Background: an optimization exercise with open tools, aiming at small area. Do not read the settings as production practice.
In this exercise RTL edits were held to simulation tests only and were not proved equivalent to the original.
Power and IR drop assume default switching activity.

`flow/flow/run.sh`:
```
#!/bin/bash
# Own layout flow: the standard flow (standard.sh, with its unchanged
# synthesis) with two changes: the port buffers are the smallest buffer cell,
# and the clock tree is built from clkbuf_8 cells in clusters of up to 16
# sinks, without dummy loads. make's full output goes to standard_flow.log and
# each ORFS step writes its own log under orfs/logs.
set -euo pipefail
export BUFFER_PORTS_ARGS="-buffer_cell sky130_fd_sc_hd__buf_1"
export CTS_ARGS="-sink_clustering_enable -repair_clock_nets -dont_use_dummy_load -buf_list {sky130_fd_sc_hd__clkbuf_8} -sink_clustering_size 16 -sink_clustering_max_diameter 60"
bash standard.sh > standard_flow.log 2>&1
```
`flow/standard.sh`:
```
#!/bin/bash
# synth_recipe.tcl (not shown) runs the flow's synth.tcl, then flattens the netlist and writes it again
# the make line also repeats each setting of config.mk as NAME=value (left out here)
make -C /OpenROAD-flow-scripts/flow DESIGN_CONFIG=/design/flow/config.mk WORK_HOME=/design/flow/orfs CLKGATE_MAP_FILE= SYNTH_SCRIPT=/design/flow/synth_recipe.tcl "${@:-finish}"
```
`flow/design.v`:
```
`default_nettype none
`timescale 1ns/1ns
module decoder (
    input  wire        clock,
    input  wire        reset,
    input  wire [2:0]  core_state,
    input  wire [15:0] instruction,
    output wire [3:0]  decoded_rd_address,
    output wire [3:0]  decoded_rs_address,
    output wire [3:0]  decoded_rt_address,
    output wire [2:0]  decoded_nzp,
    output wire [7:0]  decoded_immediate,
    output wire        decoded_reg_write_enable,
    output wire        decoded_mem_read_enable,
    output wire        decoded_mem_write_enable,
    output wire        decoded_nzp_write_enable,    
    output wire        decoded_reg_from_memory,     
    output wire        decoded_reg_from_constant,   
    output wire        decoded_alu_sub,
    output wire        decoded_alu_mul,
    output wire        decoded_alu_div,
    output wire        decoded_alu_cmp,
    output wire        decoded_pc_mux,
    output wire        decoded_ret
);
    localparam DECODE = 3'b010;
    reg [15:0] instr;
    always @(posedge clock)
        if (reset | (core_state == DECODE))
            instr <= instruction & {16{~reset}};
    wire [3:0] op = instr[15:12];
    assign decoded_rd_address = instr[11:8];
    assign decoded_rs_address = instr[7:4];
    assign decoded_rt_address = instr[3:0];
    assign decoded_nzp        = instr[11:9];
    assign decoded_immediate  = instr[7:0];
    assign decoded_pc_mux            = (op == 4'b0001);
    assign decoded_alu_cmp           = (op == 4'b0010);
    assign decoded_nzp_write_enable  = (op == 4'b0010);
    assign decoded_alu_sub           = (op == 4'b0100);
    assign decoded_alu_mul           = (op == 4'b0101);
    assign decoded_alu_div           = (op == 4'b0110);
    assign decoded_mem_read_enable   = (op == 4'b0111);
    assign decoded_reg_from_memory   = (op == 4'b0111);
    assign decoded_mem_write_enable  = (op == 4'b1000);
    assign decoded_reg_from_constant = (op == 4'b1001);
    assign decoded_ret               = (op == 4'b1111);
    assign decoded_reg_write_enable  = ((op >= 4'b0011) & (op <= 4'b0111)) | (op == 4'b1001);
endmodule
`default_nettype none
`timescale 1ns/1ns
module alu (
    input  wire       clock,
    input  wire       reset,
    input  wire       load,       
    input  wire       sub,        
    input  wire       sel_add,    
    input  wire       sel_mul,
    input  wire       sel_div,
    input  wire       sel_cmp,
    input  wire [7:0] rs,
    input  wire [7:0] rt,
    output reg  [7:0] alu_out
);
    wire [7:0] as_b = rt ^ {8{sub}};
    wire [8:0] as_c;
    wire [7:0] as_s;
    assign as_c[0] = sub;
    assign as_s[0] = rs[0] ^ as_b[0] ^ as_c[0];
    assign as_c[1] = (rs[0] & as_b[0]) | (rs[0] & as_c[0]) | (as_b[0] & as_c[0]);
    assign as_s[1] = rs[1] ^ as_b[1] ^ as_c[1];
    assign as_c[2] = (rs[1] & as_b[1]) | (rs[1] & as_c[1]) | (as_b[1] & as_c[1]);
    assign as_s[2] = rs[2] ^ as_b[2] ^ as_c[2];
    assign as_c[3] = (rs[2] & as_b[2]) | (rs[2] & as_c[2]) | (as_b[2] & as_c[2]);
    assign as_s[3] = rs[3] ^ as_b[3] ^ as_c[3];
    assign as_c[4] = (rs[3] & as_b[3]) | (rs[3] & as_c[3]) | (as_b[3] & as_c[3]);
    assign as_s[4] = rs[4] ^ as_b[4] ^ as_c[4];
    assign as_c[5] = (rs[4] & as_b[4]) | (rs[4] & as_c[4]) | (as_b[4] & as_c[4]);
    assign as_s[5] = rs[5] ^ as_b[5] ^ as_c[5];
    assign as_c[6] = (rs[5] & as_b[5]) | (rs[5] & as_c[5]) | (as_b[5] & as_c[5]);
    assign as_s[6] = rs[6] ^ as_b[6] ^ as_c[6];
    assign as_c[7] = (rs[6] & as_b[6]) | (rs[6] & as_c[6]) | (as_b[6] & as_c[6]);
    assign as_s[7] = rs[7] ^ as_b[7] ^ as_c[7];
    assign as_c[8] = (rs[7] & as_b[7]) | (rs[7] & as_c[7]) | (as_b[7] & as_c[7]);
    wire cmp_eq = ~|as_s;
    wire cmp_lt = ~as_c[8];
    wire cmp_gt = as_c[8] & ~cmp_eq;
    wire pp_0_0 = rs[0] & rt[0];
    wire pp_0_1 = rs[0] & rt[1];
    wire pp_0_2 = rs[0] & rt[2];
    wire pp_0_3 = rs[0] & rt[3];
    wire pp_0_4 = rs[0] & rt[4];
    wire pp_0_5 = rs[0] & rt[5];
    wire pp_0_6 = rs[0] & rt[6];
    wire pp_0_7 = rs[0] & rt[7];
    wire pp_1_0 = rs[1] & rt[0];
    wire pp_1_1 = rs[1] & rt[1];
    wire pp_1_2 = rs[1] & rt[2];
    wire pp_1_3 = rs[1] & rt[3];
    wire pp_1_4 = rs[1] & rt[4];
    wire pp_1_5 = rs[1] & rt[5];
    wire pp_1_6 = rs[1] & rt[6];
    wire pp_2_0 = rs[2] & rt[0];
    wire pp_2_1 = rs[2] & rt[1];
    wire pp_2_2 = rs[2] & rt[2];
    wire pp_2_3 = rs[2] & rt[3];
    wire pp_2_4 = rs[2] & rt[4];
    wire pp_2_5 = rs[2] & rt[5];
    wire pp_3_0 = rs[3] & rt[0];
    wire pp_3_1 = rs[3] & rt[1];
    wire pp_3_2 = rs[3] & rt[2];
    wire pp_3_3 = rs[3] & rt[3];
    wire pp_3_4 = rs[3] & rt[4];
    wire pp_4_0 = rs[4] & rt[0];
    wire pp_4_1 = rs[4] & rt[1];
    wire pp_4_2 = rs[4] & rt[2];
    wire pp_4_3 = rs[4] & rt[3];
    wire pp_5_0 = rs[5] & rt[0];
    wire pp_5_1 = rs[5] & rt[1];
    wire pp_5_2 = rs[5] & rt[2];
    wire pp_6_0 = rs[6] & rt[0];
    wire pp_6_1 = rs[6] & rt[1];
    wire pp_7_0 = rs[7] & rt[0];
    wire ms1;
    wire mc2;
    assign ms1 = pp_0_1 ^ pp_1_0;
    assign mc2 = pp_0_1 & pp_1_0;
    wire ms3;
    wire mc4;
    assign ms3 = pp_0_2 ^ pp_1_1 ^ pp_2_0;
    assign mc4 = (pp_0_2 & pp_1_1) | (pp_0_2 & pp_2_0) | (pp_1_1 & pp_2_0);
    wire ms5;
    wire mc6;
    assign ms5 = mc2 ^ ms3;
    assign mc6 = mc2 & ms3;
    wire ms7;
    wire mc8;
    assign ms7 = pp_0_3 ^ pp_1_2 ^ pp_2_1;
    assign mc8 = (pp_0_3 & pp_1_2) | (pp_0_3 & pp_2_1) | (pp_1_2 & pp_2_1);
    wire ms9;
    wire mc10;
    assign ms9 = pp_3_0 ^ mc4 ^ mc6;
    assign mc10 = (pp_3_0 & mc4) | (pp_3_0 & mc6) | (mc4 & mc6);
    wire ms11;
    wire mc12;
    assign ms11 = ms7 ^ ms9;
    assign mc12 = ms7 & ms9;
    wire ms13;
    wire mc14;
    assign ms13 = pp_0_4 ^ pp_1_3 ^ pp_2_2;
    assign mc14 = (pp_0_4 & pp_1_3) | (pp_0_4 & pp_2_2) | (pp_1_3 & pp_2_2);
    wire ms15;
    wire mc16;
    assign ms15 = pp_3_1 ^ pp_4_0 ^ mc8;
    assign mc16 = (pp_3_1 & pp_4_0) | (pp_3_1 & mc8) | (pp_4_0 & mc8);
    wire ms17;
    wire mc18;
    assign ms17 = mc10 ^ mc12 ^ ms13;
    assign mc18 = (mc10 & mc12) | (mc10 & ms13) | (mc12 & ms13);
    wire ms19;
    wire mc20;
    assign ms19 = ms15 ^ ms17;
    assign mc20 = ms15 & ms17;
    wire ms21;
    wire mc22;
    assign ms21 = pp_0_5 ^ pp_1_4 ^ pp_2_3;
    assign mc22 = (pp_0_5 & pp_1_4) | (pp_0_5 & pp_2_3) | (pp_1_4 & pp_2_3);
    wire ms23;
    wire mc24;
    assign ms23 = pp_3_2 ^ pp_4_1 ^ pp_5_0;
    assign mc24 = (pp_3_2 & pp_4_1) | (pp_3_2 & pp_5_0) | (pp_4_1 & pp_5_0);
    wire ms25;
    wire mc26;
    assign ms25 = mc14 ^ mc16 ^ mc18;
    assign mc26 = (mc14 & mc16) | (mc14 & mc18) | (mc16 & mc18);
    wire ms27;
    wire mc28;
    assign ms27 = mc20 ^ ms21 ^ ms23;
    assign mc28 = (mc20 & ms21) | (mc20 & ms23) | (ms21 & ms23);
    wire ms29;
    wire mc30;
    assign ms29 = ms25 ^ ms27;
    assign mc30 = ms25 & ms27;
    wire ms31;
    wire mc32;
    assign ms31 = pp_0_6 ^ pp_1_5 ^ pp_2_4;
    assign mc32 = (pp_0_6 & pp_1_5) | (pp_0_6 & pp_2_4) | (pp_1_5 & pp_2_4);
    wire ms33;
    wire mc34;
    assign ms33 = pp_3_3 ^ pp_4_2 ^ pp_5_1;
    assign mc34 = (pp_3_3 & pp_4_2) | (pp_3_3 & pp_5_1) | (pp_4_2 & pp_5_1);
    wire ms35;
    wire mc36;
    assign ms35 = pp_6_0 ^ mc22 ^ mc24;
    assign mc36 = (pp_6_0 & mc22) | (pp_6_0 & mc24) | (mc22 & mc24);
    wire ms37;
    wire mc38;
    assign ms37 = mc26 ^ mc28 ^ mc30;
    assign mc38 = (mc26 & mc28) | (mc26 & mc30) | (mc28 & mc30);
    wire ms39;
    wire mc40;
    assign ms39 = ms31 ^ ms33 ^ ms35;
    assign mc40 = (ms31 & ms33) | (ms31 & ms35) | (ms33 & ms35);
    wire ms41;
    wire mc42;
    assign ms41 = ms37 ^ ms39;
    assign mc42 = ms37 & ms39;
    wire ms43;
    wire mc44;
    assign ms43 = pp_0_7 ^ pp_1_6 ^ pp_2_5;
    assign mc44 = (pp_0_7 & pp_1_6) | (pp_0_7 & pp_2_5) | (pp_1_6 & pp_2_5);
    wire ms45;
    wire mc46;
    assign ms45 = pp_3_4 ^ pp_4_3 ^ pp_5_2;
    assign mc46 = (pp_3_4 & pp_4_3) | (pp_3_4 & pp_5_2) | (pp_4_3 & pp_5_2);
    wire ms47;
    wire mc48;
    assign ms47 = pp_6_1 ^ pp_7_0 ^ mc32;
    assign mc48 = (pp_6_1 & pp_7_0) | (pp_6_1 & mc32) | (pp_7_0 & mc32);
    wire ms49;
    wire mc50;
    assign ms49 = mc34 ^ mc36 ^ mc38;
    assign mc50 = (mc34 & mc36) | (mc34 & mc38) | (mc36 & mc38);
    wire ms51;
    wire mc52;
    assign ms51 = mc40 ^ mc42 ^ ms43;
    assign mc52 = (mc40 & mc42) | (mc40 & ms43) | (mc42 & ms43);
    wire ms53;
    wire mc54;
    assign ms53 = ms45 ^ ms47 ^ ms49;
    assign mc54 = (ms45 & ms47) | (ms45 & ms49) | (ms47 & ms49);
    wire ms55;
    wire mc56;
    assign ms55 = ms51 ^ ms53;
    assign mc56 = ms51 & ms53;
    wire [7:0] mul_lo = {ms55, ms41, ms29, ms19, ms11, ms5, ms1, pp_0_0};
    wire [6:0] rt_hi;    
    assign rt_hi[6] = rt[7];
    assign rt_hi[5] = rt_hi[6] | rt[6];
    assign rt_hi[4] = rt_hi[5] | rt[5];
    assign rt_hi[3] = rt_hi[4] | rt[4];
    assign rt_hi[2] = rt_hi[3] | rt[3];
    assign rt_hi[1] = rt_hi[2] | rt[2];
    assign rt_hi[0] = rt_hi[1] | rt[1];
    wire mul_ovf = (rs[1] & rt_hi[6]) | (rs[2] & rt_hi[5]) | (rs[3] & rt_hi[4]) | (rs[4] & rt_hi[3]) | (rs[5] & rt_hi[2]) | (rs[6] & rt_hi[1]) | (rs[7] & rt_hi[0]) | mc44 | mc46 | mc48 | mc50 | mc52 | mc54 | mc56;
    wire [7:0] mul_res = mul_lo | {8{mul_ovf}};
    wire [7:0] nrt = ~rt;
    wire [7:0] quo;
    wire [7:0] rt_top0;    
    assign rt_top0[7] = ~rt[7];
    assign rt_top0[6] = rt_top0[7] & ~rt[6];
    assign rt_top0[5] = rt_top0[6] & ~rt[5];
    assign rt_top0[4] = rt_top0[5] & ~rt[4];
    assign rt_top0[3] = rt_top0[4] & ~rt[3];
    assign rt_top0[2] = rt_top0[3] & ~rt[2];
    assign rt_top0[1] = rt_top0[2] & ~rt[1];
    wire d7_c57;
    assign d7_c57 = (rs[7] & nrt[0]) | (1'b1 & (rs[7] | nrt[0]));
    assign quo[7] = rt_top0[1] & d7_c57;
    wire r7_58;
    assign r7_58 = rs[7] ^ (quo[7] & (nrt[0] ^ 1'b1));
    wire d6_c59;
    assign d6_c59 = (rs[6] & nrt[0]) | (1'b1 & (rs[6] | nrt[0]));
    wire d6_c60;
    assign d6_c60 = (r7_58 & nrt[1]) | (d6_c59 & (r7_58 | nrt[1]));
    assign quo[6] = rt_top0[2] & d6_c60;
    wire r6_61;
    assign r6_61 = rs[6] ^ (quo[6] & (nrt[0] ^ 1'b1));
    wire r6_62;
    assign r6_62 = r7_58 ^ (quo[6] & (nrt[1] ^ d6_c59));
    wire d5_c63;
    assign d5_c63 = (rs[5] & nrt[0]) | (1'b1 & (rs[5] | nrt[0]));
    wire d5_c64;
    assign d5_c64 = (r6_61 & nrt[1]) | (d5_c63 & (r6_61 | nrt[1]));
    wire d5_c65;
    assign d5_c65 = (r6_62 & nrt[2]) | (d5_c64 & (r6_62 | nrt[2]));
    assign quo[5] = rt_top0[3] & d5_c65;
    wire r5_66;
    assign r5_66 = rs[5] ^ (quo[5] & (nrt[0] ^ 1'b1));
    wire r5_67;
    assign r5_67 = r6_61 ^ (quo[5] & (nrt[1] ^ d5_c63));
    wire r5_68;
    assign r5_68 = r6_62 ^ (quo[5] & (nrt[2] ^ d5_c64));
    wire d4_s69;
    wire d4_c70;
    assign d4_s69 = rs[4] ^ nrt[0] ^ 1'b1;
    assign d4_c70 = (rs[4] & nrt[0]) | (rs[4] & 1'b1) | (nrt[0] & 1'b1);
    wire d4_s71;
    wire d4_c72;
    assign d4_s71 = r5_66 ^ nrt[1] ^ d4_c70;
    assign d4_c72 = (r5_66 & nrt[1]) | (r5_66 & d4_c70) | (nrt[1] & d4_c70);
    wire d4_s73;
    wire d4_c74;
    assign d4_s73 = r5_67 ^ nrt[2] ^ d4_c72;
    assign d4_c74 = (r5_67 & nrt[2]) | (r5_67 & d4_c72) | (nrt[2] & d4_c72);
    wire d4_s75;
    wire d4_c76;
    assign d4_s75 = r5_68 ^ nrt[3] ^ d4_c74;
    assign d4_c76 = (r5_68 & nrt[3]) | (r5_68 & d4_c74) | (nrt[3] & d4_c74);
    assign quo[4] = rt_top0[4] & d4_c76;
    wire r4_77;
    assign r4_77 = quo[4] ? d4_s69 : rs[4];
    wire r4_78;
    assign r4_78 = quo[4] ? d4_s71 : r5_66;
    wire r4_79;
    assign r4_79 = quo[4] ? d4_s73 : r5_67;
    wire r4_80;
    assign r4_80 = quo[4] ? d4_s75 : r5_68;
    wire d3_c81;
    assign d3_c81 = (rs[3] & nrt[0]) | (1'b1 & (rs[3] | nrt[0]));
    wire d3_c82;
    assign d3_c82 = (r4_77 & nrt[1]) | (d3_c81 & (r4_77 | nrt[1]));
    wire d3_c83;
    assign d3_c83 = (r4_78 & nrt[2]) | (d3_c82 & (r4_78 | nrt[2]));
    wire d3_c84;
    assign d3_c84 = (r4_79 & nrt[3]) | (d3_c83 & (r4_79 | nrt[3]));
    wire d3_c85;
    assign d3_c85 = (r4_80 & nrt[4]) | (d3_c84 & (r4_80 | nrt[4]));
    assign quo[3] = rt_top0[5] & d3_c85;
    wire r3_86;
    assign r3_86 = rs[3] ^ (quo[3] & (nrt[0] ^ 1'b1));
    wire r3_87;
    assign r3_87 = r4_77 ^ (quo[3] & (nrt[1] ^ d3_c81));
    wire r3_88;
    assign r3_88 = r4_78 ^ (quo[3] & (nrt[2] ^ d3_c82));
    wire r3_89;
    assign r3_89 = r4_79 ^ (quo[3] & (nrt[3] ^ d3_c83));
    wire r3_90;
    assign r3_90 = r4_80 ^ (quo[3] & (nrt[4] ^ d3_c84));
    wire d2_c91;
    assign d2_c91 = (rs[2] & nrt[0]) | (1'b1 & (rs[2] | nrt[0]));
    wire d2_c92;
    assign d2_c92 = (r3_86 & nrt[1]) | (d2_c91 & (r3_86 | nrt[1]));
    wire d2_c93;
    assign d2_c93 = (r3_87 & nrt[2]) | (d2_c92 & (r3_87 | nrt[2]));
    wire d2_c94;
    assign d2_c94 = (r3_88 & nrt[3]) | (d2_c93 & (r3_88 | nrt[3]));
    wire d2_c95;
    assign d2_c95 = (r3_89 & nrt[4]) | (d2_c94 & (r3_89 | nrt[4]));
    wire d2_c96;
    assign d2_c96 = (r3_90 & nrt[5]) | (d2_c95 & (r3_90 | nrt[5]));
    assign quo[2] = rt_top0[6] & d2_c96;
    wire r2_97;
    assign r2_97 = rs[2] ^ (quo[2] & (nrt[0] ^ 1'b1));
    wire r2_98;
    assign r2_98 = r3_86 ^ (quo[2] & (nrt[1] ^ d2_c91));
    wire r2_99;
    assign r2_99 = r3_87 ^ (quo[2] & (nrt[2] ^ d2_c92));
    wire r2_100;
    assign r2_100 = r3_88 ^ (quo[2] & (nrt[3] ^ d2_c93));
    wire r2_101;
    assign r2_101 = r3_89 ^ (quo[2] & (nrt[4] ^ d2_c94));
    wire r2_102;
    assign r2_102 = r3_90 ^ (quo[2] & (nrt[5] ^ d2_c95));
    wire d1_s103;
    wire d1_c104;
    assign d1_s103 = rs[1] ^ nrt[0] ^ 1'b1;
    assign d1_c104 = (rs[1] & nrt[0]) | (rs[1] & 1'b1) | (nrt[0] & 1'b1);
    wire d1_s105;
    wire d1_c106;
    assign d1_s105 = r2_97 ^ nrt[1] ^ d1_c104;
    assign d1_c106 = (r2_97 & nrt[1]) | (r2_97 & d1_c104) | (nrt[1] & d1_c104);
    wire d1_s107;
    wire d1_c108;
    assign d1_s107 = r2_98 ^ nrt[2] ^ d1_c106;
    assign d1_c108 = (r2_98 & nrt[2]) | (r2_98 & d1_c106) | (nrt[2] & d1_c106);
    wire d1_s109;
    wire d1_c110;
    assign d1_s109 = r2_99 ^ nrt[3] ^ d1_c108;
    assign d1_c110 = (r2_99 & nrt[3]) | (r2_99 & d1_c108) | (nrt[3] & d1_c108);
    wire d1_s111;
    wire d1_c112;
    assign d1_s111 = r2_100 ^ nrt[4] ^ d1_c110;
    assign d1_c112 = (r2_100 & nrt[4]) | (r2_100 & d1_c110) | (nrt[4] & d1_c110);
    wire d1_s113;
    wire d1_c114;
    assign d1_s113 = r2_101 ^ nrt[5] ^ d1_c112;
    assign d1_c114 = (r2_101 & nrt[5]) | (r2_101 & d1_c112) | (nrt[5] & d1_c112);
    wire d1_s115;
    wire d1_c116;
    assign d1_s115 = r2_102 ^ nrt[6] ^ d1_c114;
    assign d1_c116 = (r2_102 & nrt[6]) | (r2_102 & d1_c114) | (nrt[6] & d1_c114);
    assign quo[1] = rt_top0[7] & d1_c116;
    wire r1_117;
    assign r1_117 = quo[1] ? d1_s103 : rs[1];
    wire r1_118;
    assign r1_118 = quo[1] ? d1_s105 : r2_97;
    wire r1_119;
    assign r1_119 = quo[1] ? d1_s107 : r2_98;
    wire r1_120;
    assign r1_120 = quo[1] ? d1_s109 : r2_99;
    wire r1_121;
    assign r1_121 = quo[1] ? d1_s111 : r2_100;
    wire r1_122;
    assign r1_122 = quo[1] ? d1_s113 : r2_101;
    wire r1_123;
    assign r1_123 = quo[1] ? d1_s115 : r2_102;
    wire d0_s124;
    wire d0_c125;
    assign d0_s124 = rs[0] ^ nrt[0] ^ 1'b1;
    assign d0_c125 = (rs[0] & nrt[0]) | (rs[0] & 1'b1) | (nrt[0] & 1'b1);
    wire d0_s126;
    wire d0_c127;
    assign d0_s126 = r1_117 ^ nrt[1] ^ d0_c125;
    assign d0_c127 = (r1_117 & nrt[1]) | (r1_117 & d0_c125) | (nrt[1] & d0_c125);
    wire d0_s128;
    wire d0_c129;
    assign d0_s128 = r1_118 ^ nrt[2] ^ d0_c127;
    assign d0_c129 = (r1_118 & nrt[2]) | (r1_118 & d0_c127) | (nrt[2] & d0_c127);
    wire d0_s130;
    wire d0_c131;
    assign d0_s130 = r1_119 ^ nrt[3] ^ d0_c129;
    assign d0_c131 = (r1_119 & nrt[3]) | (r1_119 & d0_c129) | (nrt[3] & d0_c129);
    wire d0_s132;
    wire d0_c133;
    assign d0_s132 = r1_120 ^ nrt[4] ^ d0_c131;
    assign d0_c133 = (r1_120 & nrt[4]) | (r1_120 & d0_c131) | (nrt[4] & d0_c131);
    wire d0_s134;
    wire d0_c135;
    assign d0_s134 = r1_121 ^ nrt[5] ^ d0_c133;
    assign d0_c135 = (r1_121 & nrt[5]) | (r1_121 & d0_c133) | (nrt[5] & d0_c133);
    wire d0_s136;
    wire d0_c137;
    assign d0_s136 = r1_122 ^ nrt[6] ^ d0_c135;
    assign d0_c137 = (r1_122 & nrt[6]) | (r1_122 & d0_c135) | (nrt[6] & d0_c135);
    wire d0_s138;
    wire d0_c139;
    assign d0_s138 = r1_123 ^ nrt[7] ^ d0_c137;
    assign d0_c139 = (r1_123 & nrt[7]) | (r1_123 & d0_c137) | (nrt[7] & d0_c137);
    assign quo[0] = d0_c139;
    wire [7:0] result = ({8{sel_add}} & as_s) | ({8{sel_mul}} & mul_res) |
                        ({8{sel_div}} & quo) | {5'b0, {3{sel_cmp}} & {cmp_lt, cmp_eq, cmp_gt}};
    always @(posedge clock)
        if (reset | load) alu_out <= result;
endmodule
`default_nettype none
`timescale 1ns/1ns
module registers #(
    parameter THREAD_ID = 0
) (
    input  wire        clock,
    input  wire        reset,
    input  wire        enable,
    input  wire [7:0]  block_id_or_zero,  
    input  wire        read_load,         
    input  wire [15:0] rs_sel,            
    input  wire [15:0] rt_sel,            
    input  wire [12:0] wr_sel,            
    input  wire [7:0]  wdata,             
    output reg  [7:0]  rs,
    output reg  [7:0]  rt
);
    reg [8*14-1:0] register_file;    
    integer k;
    always @(posedge clock) begin
        for (k = 0; k < 13; k = k + 1)
            if (reset | (enable & wr_sel[k]))
                register_file[8*k +: 8] <= wdata;
        if (reset | enable)
            register_file[8*13 +: 8] <= block_id_or_zero;
    end
    wire [7:0] r14 = 8'd4;
    wire [7:0] r15 = THREAD_ID;
    reg [7:0] rs_val, rt_val;
    always @(*) begin
        rs_val = ({8{rs_sel[14]}} & r14) | ({8{rs_sel[15]}} & r15);
        rt_val = ({8{rt_sel[14]}} & r14) | ({8{rt_sel[15]}} & r15);
        for (k = 0; k < 14; k = k + 1) begin
            rs_val = rs_val | ({8{rs_sel[k]}} & register_file[8*k +: 8]);
            rt_val = rt_val | ({8{rt_sel[k]}} & register_file[8*k +: 8]);
        end
    end
    always @(posedge clock)
        if (reset | read_load) begin
            rs <= rs_val;
            rt <= rt_val;
        end
endmodule
`default_nettype none
`timescale 1ns/1ns
module pc (
    input  wire       clock,
    input  wire       reset,
    input  wire       exec_load,         
    input  wire       nzp_load,          
    input  wire [2:0] decoded_nzp,
    input  wire [7:0] imm_or_zero,       
    input  wire       decoded_pc_mux,
    input  wire [2:0] alu_flags,
    input  wire [7:0] pc_plus_one,       
    output reg  [7:0] next_pc
);
    reg [2:0] nzp;
    wire taken = decoded_pc_mux & |(nzp & decoded_nzp);
    always @(posedge clock) begin
        if (reset | exec_load)
            next_pc <= taken ? imm_or_zero : pc_plus_one;
        if (reset | nzp_load)
            nzp <= alu_flags & {3{~reset}};
    end
endmodule
`default_nettype none
`timescale 1ns/1ns
module mav_core #(
    parameter THREADS_PER_BLOCK = 4
) (
    input  wire        clock,
    input  wire        reset,
    input  wire [2:0]  core_state,
    input  wire [15:0] instruction,
    input  wire [7:0]  block_id,
    input  wire [THREADS_PER_BLOCK-1:0] thread_enable,
    input  wire [7:0]  current_pc,
    input  wire [8*THREADS_PER_BLOCK-1:0] lsu_out,
    output wire [8*THREADS_PER_BLOCK-1:0] rs_out,
    output wire [8*THREADS_PER_BLOCK-1:0] rt_out,
    output wire [8*THREADS_PER_BLOCK-1:0] next_pc,
    output wire        decoded_mem_read_enable,
    output wire        decoded_mem_write_enable,
    output wire        decoded_ret
);
    localparam REQUEST = 3'b011,
               EXECUTE = 3'b101,
               UPDATE  = 3'b110;
    wire [3:0] decoded_rd_address;
    wire [3:0] decoded_rs_address;
    wire [3:0] decoded_rt_address;
    wire [2:0] decoded_nzp;
    wire [7:0] decoded_immediate;
    wire       decoded_reg_write_enable;
    wire       decoded_nzp_write_enable;
    wire       decoded_reg_from_memory;
    wire       decoded_reg_from_constant;
    wire       decoded_alu_sub;
    wire       decoded_alu_mul;
    wire       decoded_alu_div;
    wire       decoded_alu_cmp;
    wire       decoded_pc_mux;
    decoder decoder_instance (
        .clock(clock),
        .reset(reset),
        .core_state(core_state),
        .instruction(instruction),
        .decoded_rd_address(decoded_rd_address),
        .decoded_rs_address(decoded_rs_address),
        .decoded_rt_address(decoded_rt_address),
        .decoded_nzp(decoded_nzp),
        .decoded_immediate(decoded_immediate),
        .decoded_reg_write_enable(decoded_reg_write_enable),
        .decoded_mem_read_enable(decoded_mem_read_enable),
        .decoded_mem_write_enable(decoded_mem_write_enable),
        .decoded_nzp_write_enable(decoded_nzp_write_enable),
        .decoded_reg_from_memory(decoded_reg_from_memory),
        .decoded_reg_from_constant(decoded_reg_from_constant),
        .decoded_alu_sub(decoded_alu_sub),
        .decoded_alu_mul(decoded_alu_mul),
        .decoded_alu_div(decoded_alu_div),
        .decoded_alu_cmp(decoded_alu_cmp),
        .decoded_pc_mux(decoded_pc_mux),
        .decoded_ret(decoded_ret)
    );
    wire is_request = (core_state == REQUEST);
    wire is_execute = (core_state == EXECUTE);
    wire is_update  = (core_state == UPDATE);
    wire run        = ~reset;
    wire [15:0] rs_sel = (16'b1 << decoded_rs_address) & {16{run}};
    wire [15:0] rt_sel = (16'b1 << decoded_rt_address) & {16{run}};
    wire [15:0] rd_dec = 16'b1 << decoded_rd_address;
    wire [12:0] wr_sel = rd_dec[12:0] & {13{is_update & decoded_reg_write_enable}};
    wire [7:0] pc_plus_one = (current_pc + 8'd1) & {8{run}};
    wire [7:0] imm_or_zero = decoded_immediate & {8{run}};
    wire [7:0] block_id_or_zero = block_id & {8{run}};
    wire wsel_mem   = run & decoded_reg_from_memory;
    wire wsel_const = run & decoded_reg_from_constant;
    wire wsel_alu   = run & ~decoded_reg_from_memory & ~decoded_reg_from_constant;
    wire alu_sub     = decoded_alu_sub | decoded_alu_cmp;
    wire alu_sel_mul = run & decoded_alu_mul;
    wire alu_sel_div = run & decoded_alu_div;
    wire alu_sel_cmp = run & decoded_alu_cmp;
    wire alu_sel_add = run & ~decoded_alu_mul & ~decoded_alu_div & ~decoded_alu_cmp;
    genvar i;
    generate
        for (i = 0; i < THREADS_PER_BLOCK; i = i + 1) begin : threads
            wire [7:0] alu_out;
            wire [7:0] rs;
            wire [7:0] rt;
            wire       en = thread_enable[i];
            wire [7:0] wdata = ({8{wsel_mem}}   & lsu_out[8*i +: 8]) |
                               ({8{wsel_const}} & decoded_immediate) |
                               ({8{wsel_alu}}   & alu_out);
            alu alu_instance (
                .clock(clock),
                .reset(reset),
                .load(en & is_execute),
                .sub(alu_sub),
                .sel_add(alu_sel_add),
                .sel_mul(alu_sel_mul),
                .sel_div(alu_sel_div),
                .sel_cmp(alu_sel_cmp),
                .rs(rs),
                .rt(rt),
                .alu_out(alu_out)
            );
            registers #(
                .THREAD_ID(i)
            ) register_instance (
                .clock(clock),
                .reset(reset),
                .enable(en),
                .block_id_or_zero(block_id_or_zero),
                .read_load(en & is_request),
                .rs_sel(rs_sel),
                .rt_sel(rt_sel),
                .wr_sel(wr_sel),
                .wdata(wdata),
                .rs(rs),
                .rt(rt)
            );
            pc pc_instance (
                .clock(clock),
                .reset(reset),
                .exec_load(en & is_execute),
                .nzp_load(en & is_update & decoded_nzp_write_enable),
                .decoded_nzp(decoded_nzp),
                .imm_or_zero(imm_or_zero),
                .decoded_pc_mux(decoded_pc_mux),
                .alu_flags(alu_out[2:0]),
                .pc_plus_one(pc_plus_one),
                .next_pc(next_pc[8*i +: 8])
            );
            assign rs_out[8*i +: 8] = rs;
            assign rt_out[8*i +: 8] = rt;
        end
    endgenerate
endmodule
```
`flow/config.mk`:
```
export PLATFORM = sky130hd
export DESIGN_NAME = mav_core
export DESIGN_NICKNAME = mav_core
export VERILOG_FILES = /design/flow/design.v
export SDC_FILE = /design/flow/constraint.sdc
export NUM_CORES = 4
export LEC_CHECK = 0
export CAP_MARGIN = 20
export CORE_MARGIN = 2
export CORE_UTILIZATION = 40
export SLEW_MARGIN = 20
```
`flow/constraint.sdc`:
```
create_clock -name core_clock -period 12.0 [get_ports {clock}]
set_input_delay 2.4000 -clock core_clock [delete_from_list [all_inputs] [get_ports {clock}]]
set_output_delay 2.4000 -clock core_clock [all_outputs]
set_load 0.01 [all_outputs]
```
==> impl_metrics.json, run 1 <==
{
  "peakVddDrop_mv": 0.0910,
  "outcome": "finished clean",
  "cp_slowest_cell": "or4_4",
  "skew_ns": 0.114,
  "coreArea_mm2": 0.0882,
  "synth_largest_area_cell": "edfxtp_1",
  "dr.pass1.iters": 9,
  "cts_buffer_depth": 3,
  "synth_cell_types": 101,
  "crit_arrival_ns": 11.93,
  "dp_slack_ns": 0.486,
  "layout_common_cells": "edfxtp_1, nor2_1, nand2_1",
  "drc": 0,
  "grt_pass1_vias": 27100,
  "clk_pin_slew_ns": 0.10,
  "worstSetupEndpointType": "flop",
  "h-tree-depth": 2,
  "worstHoldPathType": "flop to flop",
  "seqPwrFrac": 0.487,
  "crit_type": "flop to flop",
  "synth_seq_cells": 604,
  "nets": 3495,
  "io_pins": 172,
  "synth_area_mm2": 0.0356,
  "row_count": 109,
  "nFillCells": 8217,
  "dp_hpwl_mm": 89.8,
  "min_path_cells": 1,
  "cts_sinks": 604,
  "maxCapViolCount": 0,
  "wl_per_cell_um": 30.7,
  "gr-usage-all-layers": 0.287,
  "die_x_um": 302,
  "syn_to_final_growth_pct": 9.33,
  "overflow": 0,
  "final-max-slew-violation-count": 0,
  "yosysWarnings": 7,
  "syn_nets": 3349,
  "required_ns": 12.47,
  "internal-power_mw": 3.71,
  "ys_seq_area_frac": 0.509,
  "ys.flop_type": "edfxtp_1",
  "vias": 29000,
  "via_per_inst": 6.62,
  "drt_first_iter_violations": 5120,
  "cts_buffers": 53,
  "switchingPower_mw": 2.06,
  "grt_max_degree": 71,
  "antenna_found_initial": 8,
  "p_comb_frac": 0.329,
  "drive_gt1_frac": 0.0969,
  "initial_core_util": 0.404,
  "cp_slowest_stage_delay_ns": 0.59,
  "mostFrequentLayoutCell": "edfxtp_1",
  "avgSynthCellArea_um2": 11.6,
  "setup_ws_ns": 0.543,
  "clockRootBuffer": "clkbuf_8",
  "gp_congestion": 0.951,
  "ys_top_cells_by_area": "edfxtp_1, fa_1, a22oi_1",
  "fmax_mhz": 87.3,
  "hold_violations": 0,
  "worstRegToRegCells": 38,
  "power.density_mw_per_mm2": 148,
  "async_flop_share": 0,
  "die_h_um": 302,
  "numPortBuffers": 171,
  "syn_inst": 3075,
  "grt_pass1_wl_mm": 191,
  "dieArea_mm2": 0.0914,
  "swShare": 0.357,
  "crit_top_cell": "fa_1",
  "wl_mm": 135,
  "min_period_ns": 11.46,
  "worstMarginPinSlew_ns": 1.30,
  "final_area_mm2": 0.0389,
  "slew_headroom": 0.128,
  "crit_path_start_kind": "flop",
  "synth_top_area_share": 0.509,
  "p_leak_nw": 13.4,
  "tritoncts": "built",
  "min_period_over_period": 0.955,
  "cp_max_fo": 15,
  "clock_latency_ns": 0.73,
  "synth_edf_count": 604,
  "final_antenna_net_count": 0,
  "placed_cell_area_mm2": 0.0380,
  "p_clk_frac": 0.184,
  "setup_viol": 0
}
-- cells by family after synthesis --
group | synth area share
simple gates | 0.122
compound gates | 0.176
flops | 0.509
buf+inv | 0.0379
fa+ha+maj | 0.107
xor+xnor | 0.0246
mux | 0.0233
-- state kept, by name (all words and copies together) (netlist names) --
signal	cells
decoder_instance.instr	16
threads.alu_instance.alu_out	32
threads.pc_instance.next_pc	32
threads.pc_instance.nzp	12
threads.register_instance.register_file	448
threads.register_instance.rs	32
threads.register_instance.rt	32
-- metal layers --
metal	track usage	part of all wire	vias to the layer above
li1	-	-	12100
met1	0.411	0.39	14300
met2	0.415	0.42	2319
met3	0.0729	0.14	358
met4	0.119	0.046	6
met5	0	0.00049	-
-- final timing paths --
path / startpoint / end / slack (ns)
max: threads[3].register_instance.rt[7] / threads[3].alu_instance.alu_out[0] / 0.54
min: threads[3].alu_instance.alu_out[1] / threads[3].pc_instance.nzp[1] / 0.59
max reg2reg: threads[3].register_instance.rt[7] / threads[3].alu_instance.alu_out[0] / 0.54
min reg2reg: threads[3].alu_instance.alu_out[1] / threads[3].pc_instance.nzp[1] / 0.59
-- through the flow --
| stage | setup TNS [ns] | cells | power [mW] | utilization | hold WS, ns |
|---|---|---|---|---|---|
| floorplan | 0 | 3075 | 4.02 | - | 0.531 |
| global route | -0.00441 | 4386 | 6.03 | 0.441 | 0.610 |
| CTS | 0 | 4370 | 5.71 | 0.439 | 0.579 |
| detailed placement | 0 | 4317 | 4.67 | 0.430 | 0.571 |
| finish | 0 | 4387 | 5.77 | 0.441 | 0.587 |
| global placement | 0 | 4315 | 4.67 | 0.430 | 0.558 |
-- area by class of cell --
| type | count | area (µm²) | area share |
|---|---|---|---|
| inverters | 147 | 552 | 0.0142 |
| repair buffers | 300 | 1620 | 0.0417 |
| diodes | 3 | 7.51 | 0.000193 |
| clock buffers | 53 | 729 | 0.0187 |
| well taps | 1165 | 1460 | 0.0374 |
| multi-input cells | 2115 | 16400 | 0.422 |
| flip-flops and latches | 604 | 18100 | 0.466 |
-- power by group through the flow --
stage,sequential (mW),clock [mW],combinational [mW]
4_1_cts,2.80,1.07,1.84
3_5_place_dp,2.85,0,1.83
3_3_place_gp,2.85,0,1.82
6_report,2.81,1.06,1.90
5_1_grt,2.82,1.13,2.07
2_1_floorplan,2.78,0,1.25
-- Yosys cell counts, types with 66 or more instances --
master    instances
a22oi_1         176
o21ai_0          83
a21oi_1          97
edfxtp_1        604
clkbuf_1        167
fa_1            144
inv_1           141
nor2_1          279
xnor2_1          78
a221o_1          66
nand2_1         229
a221oi_1         95
-- critical path, delay by kind of cell (launching register included) --
| kind | cells | cell delay [ns] |
|---|---|---|
| multiplexers | 1 | 0.37 |
| AO/OA/AOI/OAI | 16 | 3.44 |
| adder cells (fa/ha/maj) | 12 | 4.86 |
| buffers and inverters | 1 | 0.20 |
| AND/OR/NAND/NOR | 8 | 2.03 |
| flip-flops | 1 | 0.37 |
-- what timing repair did --
action / 4_1_cts / 5_1_grt
endpoints found under the setup margin: 0 / 4
setup buffers: 0 / 13
endpoints found under the hold margin: 0 / 0
resized for setup: 0 / 15
hold buffers: 0 / 0
==> run 2, diff against run 1 <==
--- a/flow/config.mk
+++ b/flow/config.mk
@@ -8,4 +8,4 @@
 export CAP_MARGIN = 20
 export CORE_MARGIN = 2
-export CORE_UTILIZATION = 40
+export CORE_UTILIZATION = 55
 export SLEW_MARGIN = 20
==> run 2 against run 1 <==
Clock-buffer cell count shrank 5. Fmax is essentially flat. Core utilization grew 16 points. Critical path depth is the same. First-iteration DRC count grew 8.7%. Die area shrank 27%. Via count grew 2.0%. Clock skew shrank 0.013 ns. Largest cell class unchanged. Largest power group unchanged.
==> impl_metrics.json, run 2 <==
{
  "outcome": "finished clean",
  "coreArea_mm2": 0.0642,
  "synth_edf_count": 604,
  "grt_pass1_vias": 28300,
  "cts_buffer_depth": 3,
  "yosys-top-cells-count": "edfxtp_1, nor2_1, nand2_1, a22oi_1, clkbuf_1",
  "setup_viol": 0,
  "crit_path_start_kind": "flop",
  "final_area_mm2": 0.0385,
  "io_pins": 172,
  "peakVddDrop_mv": 0.100,
  "syn_nets": 3349,
  "seqPwrFrac": 0.491,
  "maxCapViolCount": 0,
  "dp_slack_ns": 0.182,
  "antenna_found_initial": 9,
  "slew_headroom": 0.149,
  "required_ns": 12.48,
  "avgSynthCellArea_um2": 11.6,
  "nets": 3502,
  "wl_per_cell_um": 32.8,
  "clk_pin_slew_ns": 0.10,
  "swShare": 0.358,
  "synth_cell_types": 101,
  "cp_slowest_cell": "or4_4",
  "final-max-slew-violation-count": 0,
  "numPortBuffers": 171,
  "async_flop_share": 0,
  "crit_type": "flop to flop",
  "wl_mm": 134,
  "multiInputGateArea_mm2": 0.0164,
  "p_comb_frac": 0.334,
  "dr.pass1.iters": 9,
  "ys_top_cells_by_area": "edfxtp_1, fa_1, a22oi_1",
  "hold_violations": 0,
  "crit_family": "adder cells",
  "vias": 29600,
  "switchingPower_mw": 2.05,
  "synth_top_area_share": 0.509,
  "internal-power_mw": 3.68,
  "fmax_mhz": 87.3,
  "die_x_um": 258,
  "drc": 0,
  "cp_max_fo": 10,
  "setup_ws_ns": 0.549,
  "final_antenna_net_count": 0,
  "synth_largest_area_cell": "edfxtp_1",
  "row_count": 93,
  "layout_common_cells": "edfxtp_1, nor2_1, nand2_1",
  "largest-register": "threads.register_instance.register_file",
  "mostFrequentLayoutCell": "edfxtp_1",
  "p_leak_nw": 13.4,
  "met3_length_mm": 20.2,
  "ys_seq_area_frac": 0.509,
  "nFillCells": 5305,
  "synth_area_mm2": 0.0356,
  "cp.buffers_inverters": 1,
  "clock_latency_ns": 0.71,
  "overflow": 0,
  "yosysWarnings": 7,
  "dp_hpwl_mm": 88.7,
  "highest_layer": "met5",
  "cts_buffers": 48,
  "largest_reg_flops": 448,
  "via_per_inst": 7.25,
  "ctsHoldBuffers": 0,
  "cts_sinks": 604,
  "skew_ns": 0.101,
  "drt_first_iter_violations": 5566,
  "power_mw": 5.74,
  "grt_pass1_wl_mm": 192,
  "tritoncts": "built",
  "power.density_mw_per_mm2": 149,
  "placed_cell_area_mm2": 0.0375,
  "min_period_ns": 11.45,
  "p_clk_frac": 0.175,
  "whs_ns": 0.611,
  "gp_congestion": 0.966,
  "drive_gt1_frac": 0.0995,
  "cp_slowest_stage_delay_ns": 0.58,
  "clockRootBuffer": "clkbuf_8",
  "initial_core_util": 0.554,
  "syn_to_final_growth_pct": 8.24,
  "dieArea_mm2": 0.0668,
  "wl_met1_mm": 51.6,
  "h-tree-depth": 2,
  "syn_inst": 3075,
  "post-synth-top-count-cell": "edfxtp_1",
  "die_h_um": 258,
  "synth_seq_cells": 604,
  "regArea_mm2": 0.0181,
  "gr-usage-all-layers": 0.396,
  "worstHoldPathType": "flop to flop",
  "crit_top_cell": "fa_1",
  "worstSetupEndpointType": "flop",
  "worstMarginPinSlew_ns": 1.27,
  "min_period_over_period": 0.954,
  "met2_wirelength_mm": 56.8,
  "ys.flop_type": "edfxtp_1",
  "grt_max_degree": 66,
  "crit_arrival_ns": 11.93
}
-- run 2: cell counts after synthesis --
No cell type changed its count.
-- run 2: timing repair --
action / 4_1_cts / 5_1_grt
buffers inserted: 0 / 30
gates resized for setup: 0 / 18
setup endpoints to repair: 0 / 4
hold endpoints to repair: 0 / 0
-- run 2: cell type report --
| cell class | count | area share |
|---|---|---|
| flip-flops and latches | 604 | 0.471 |
| multi-input cells | 2115 | 0.425 |
| repair buffers | 312 | 0.0443 |
| well taps | 855 | 0.0278 |
| clock buffers | 48 | 0.0171 |
| inverters | 147 | 0.0143 |
| diodes | 7 | 0.000455 |
-- run 2: kinds of logic after synthesis --
logic type | synth area share
and+or+nand+nor | 0.122
AOI/OAI and AO/OA | 0.176
DFF | 0.509
buffers and inverters | 0.0379
adders and majority gates | 0.107
xor gates and xnor gates | 0.0246
muxes | 0.0233
-- run 2: through the flow --
stage          utilization  std cells  setup TNS (ns)
2_1_floorplan            -       3075               0
3_3_place_gp         0.584       3998               0
3_5_place_dp         0.584       4001               0
4_1_cts              0.595       4049               0
5_1_grt              0.600       4082        -0.00787
6_report             0.600       4088               0
-- run 2: path summary, 6_finish.rpt --
path	from	end	slack, ns	cells after the start
setup / recovery	threads[3].register_instance.rt[6]	threads[3].alu_instance.alu_out[0]	0.55	38
setup reg to reg	threads[3].register_instance.rt[6]	threads[3].alu_instance.alu_out[0]	0.55	38
hold / removal	threads[3].alu_instance.alu_out[1]	threads[3].pc_instance.nzp[1]	0.61	1
hold reg to reg	threads[3].alu_instance.alu_out[1]	threads[3].pc_instance.nzp[1]	0.61	1
-- run 2: worst reg2reg max path, delay by kind of cell (launching register included) --
family                     cells  cell delay (ns)
DFF                            1             0.38
adders and majority gates     12             4.85
AOI/OAI and AO/OA             15             3.36
muxes                          1             0.37
and+or+nand+nor                9             2.10
buffers and inverters          1             0.20
-- run 2: per-layer routing --
layer / vias up / GRT usage
li1: 12100 / -
met1: 14600 / 0.572
met2: 2498 / 0.571
met3: 418 / 0.117
met4: 4 / 0.138
met5: - / 0
-- run 2: power by group through the flow --
stage	clock network (mW)	logic (mW)	registers (mW)
floorplan	0	1.25	2.78
global placement	0	1.78	2.85
detailed placement	0	1.82	2.86
CTS	1.00	1.83	2.81
global route	1.08	2.09	2.83
finish	1.01	1.92	2.81
==> run 3, diff against run 2 <==
--- a/flow/config.mk
+++ b/flow/config.mk
@@ -8,4 +8,4 @@
 export CAP_MARGIN = 20
 export CORE_MARGIN = 2
-export CORE_UTILIZATION = 55
+export CORE_UTILIZATION = 70
 export SLEW_MARGIN = 20
==> run 3 against run 2 <==
Hold slack lost 0.0049 ns. Non-clock buffer count shrank 25. Register-to-register slack lost 0.04 ns. Final cell count shrank 5.1%. Setup slack lost 0.044 ns.
==> impl_metrics.json, run 3 <==
{
  "overflow": 0,
  "final-max-slew-violation-count": 0,
  "cts_buffer_depth": 3,
  "gp_congestion": 0.997,
  "cp_slowest_cell": "or4_4",
  "dp_hpwl_mm": 81.5,
  "drive_gt1_frac": 0.0878,
  "crit_type": "flop to flop",
  "h-tree-depth": 2,
  "power.density_mw_per_mm2": 149,
  "dieArea_mm2": 0.0527,
  "clock_latency_ns": 0.72,
  "nFillCells": 3267,
  "die_h_um": 230,
  "layout_common_cells": "edfxtp_1, nor2_1, nand2_1",
  "drt_first_iter_violations": 7398,
  "worstSetupEndpointType": "flop",
  "tritoncts": "built",
  "synth_largest_area_cell": "edfxtp_1",
  "clockRootBuffer": "clkbuf_8",
  "antenna_found_initial": 7,
  "hold_violations": 0,
  "setup-tns-final_ns": 0,
  "slew_headroom": 0.137,
  "outcome": "finished clean",
  "drc": 0,
  "grt_pass1_wl_mm": 182,
  "crit_path_start_kind": "flop",
  "grt_setup_unrepaired": "true",
  "syn_inst": 3075,
  "cp_slowest_stage_delay_ns": 0.68,
  "place_inst": 3801,
  "hp-start": "threads[2].register_instance.register_file[95]",
  "nets": 3475,
  "synth_cell_types": 101,
  "cp_max_fo": 11,
  "grt_pass1_vias": 28700,
  "wl_mm": 126,
  "final_cells": 3879,
  "ys_top_cells_by_area": "edfxtp_1, fa_1, a22oi_1",
  "die_x_um": 230,
  "synth_area_mm2": 0.0356,
  "crit_top_cell": "fa_1",
  "peakVddDrop_mv": 0.152,
  "cts_sinks": 604,
  "largest-register": "threads.register_instance.register_file",
  "synth_top_area_share": 0.509,
  "ctsHoldBuffers": 0,
  "maxCapViolCount": 0,
  "startpoint": "threads[1].register_instance.rt[6]",
  "ff2ff_setup_slack_ns": 0.50,
  "mostFrequentLayoutCell": "edfxtp_1",
  "yosys-top-cells-count": "edfxtp_1, nor2_1, nand2_1, a22oi_1, clkbuf_1",
  "io_pins": 172,
  "worst_r2r_startpoint": "threads[1].register_instance.rt[6]",
  "final_util": 0.758,
  "fmax_mhz": 87.0,
  "grt_max_degree": 46,
  "post-synth-top-count-cell": "edfxtp_1",
  "async_flop_share": 0,
  "wl_per_cell_um": 32.4,
  "cts_buffers": 46,
  "via_per_inst": 7.79,
  "syn_to_final_growth_pct": 6.78,
  "coreArea_mm2": 0.0502,
  "gr-usage-all-layers": 0.472,
  "ys.flop_type": "edfxtp_1",
  "setup_viol": 0,
  "ys_seq_area_frac": 0.509,
  "dr.pass1.iters": 10,
  "skew_ns": 0.0826,
  "yosysWarnings": 7,
  "numPortBuffers": 171,
  "worstMarginPinSlew_ns": 1.29,
  "avgSynthCellArea_um2": 11.6,
  "final_antenna_net_count": 0,
  "syn_nets": 3349,
  "p_leak_nw": 13.3,
  "row_count": 82,
  "largest_reg_flops": 448,
  "min_period_over_period": 0.958,
  "synth_seq_cells": 604,
  "min_period_ns": 11.50,
  "initial_core_util": 0.710,
  "synth_edf_count": 604,
  "vias": 30200,
  "clk_pin_slew_ns": 0.10,
  "worstHoldPathType": "flop to flop",
  "crit_arrival_ns": 11.93,
  "required_ns": 12.43
}
run 3: critical path, delay by kind of cell, from the launching register on:
| family | cells | cell delay (ns) |
|---|---|---|
| mux | 1 | 0.22 |
| xor+xnor | 2 | 0.49 |
| simple gates | 9 | 2.11 |
| flops | 1 | 0.57 |
| compound gates | 16 | 3.68 |
| fa+ha+maj | 11 | 4.19 |
run 3: repair_timing:
action	in CTS	in global routing
buffers inserted	0	22
gates resized for setup	0	9
setup endpoints to repair	0	4
run 3: final timing paths:
kind,end,cells after the start
worst max register to register,threads[1].alu_instance.alu_out[0],39
worst min-delay path,threads[2].register_instance.rs[7],2
worst max-delay path,threads[1].alu_instance.alu_out[0],39
worst min register to register,threads[2].register_instance.rs[7],2
run 3: cells by family (layout without fill, tap and decap cells):
| family | Yosys count | after routing | synth area share |
|---|---|---|---|
| other | 0 | 8 | 0 |
| DFF | 604 | 604 | 0.509 |
| AOI/OAI and AO/OA | 812 | 812 | 0.176 |
| xor gates and xnor gates | 100 | 100 | 0.0246 |
| adders and majority gates | 223 | 223 | 0.107 |
| and+or+nand+nor | 900 | 900 | 0.122 |
| buffers and inverters | 356 | 480 | 0.0379 |
| muxes | 80 | 80 | 0.0233 |
run 3: area by class of cell:
| cell class | count | area, µm² | area share |
|---|---|---|---|
| Antenna cell | 8 | 20.0 | 0.000527 |
| Clock buffer | 46 | 633 | 0.0167 |
| Inverter | 147 | 552 | 0.0145 |
| Multi-Input combinational cell | 2115 | 16300 | 0.429 |
| Sequential cell | 604 | 18100 | 0.477 |
| Tap cell | 672 | 841 | 0.0221 |
| Timing Repair Buffer | 287 | 1520 | 0.0400 |
run 3: metal layers:
metal	part of all wire	routed length, µm	global-route usage
met5	0.00079	99	0
met4	0.071	8990	0.238
met3	0.19	23400	0.175
met2	0.42	52900	0.689
met1	0.32	40400	0.625
run 3: report_power, final:
group	internal (mW)	switching (mW)	leakage, nW	total (mW)
registers	2.62	0.205	6.03	2.83
logic	0.690	1.17	6.93	1.86
clock network	0.343	0.628	0.331	0.971
total	3.65	2.00	13.3	5.65
run 3: per-stage QoR:
stage / instance area (µm²) / total power [mW] / hold slack [ns] / worst slack (ns)
2_1_floorplan: 35600 / 4.02 / 0.531 / 0.951
3_3_place_gp: 37100 / 4.56 / 0.567 / 0.792
3_5_place_dp: 37100 / 4.61 / 0.577 / 0.427
4_1_cts: 37800 / 5.54 / 0.603 / 0.373
5_1_grt: 38000 / 5.88 / 0.633 / -0.148
6_report: 38000 / 5.65 / 0.606 / 0.504

## static timing again, ports no longer ideal
Ports are ideal in the flow. The routed layouts listed here were re-timed in OpenROAD. Step 1, drivers: a clkbuf_16 drives clock and a buf_2 each remaining input, both assumed. Step 2, shift: input delay + t, output delay - t, t = (earliest + latest rising clock arrival at the registers) / 2. This alone moves slack from input paths to output paths. Slacks: no drivers / after step 1 / after step 2; pairs: no drivers / after step 1.
| run | t, ns | setup WS [ns] | hold WS [ns] | worst setup path at the end |
|---|---|---|---|---|
| run 1 | 0.747 | 0.543 / 0.543 / 0.543 | 0.587 / 0.587 / 0.587 | register to register |
| run 2 | 0.724 | 0.549 / 0.549 / 0.549 | 0.611 / 0.611 / 0.611 | register to register |
| run 3 | 0.721 | 0.504 / 0.504 / 0.504 | 0.606 / 0.606 / 0.606 | register to register |
After both steps every run listed still meets setup and hold.
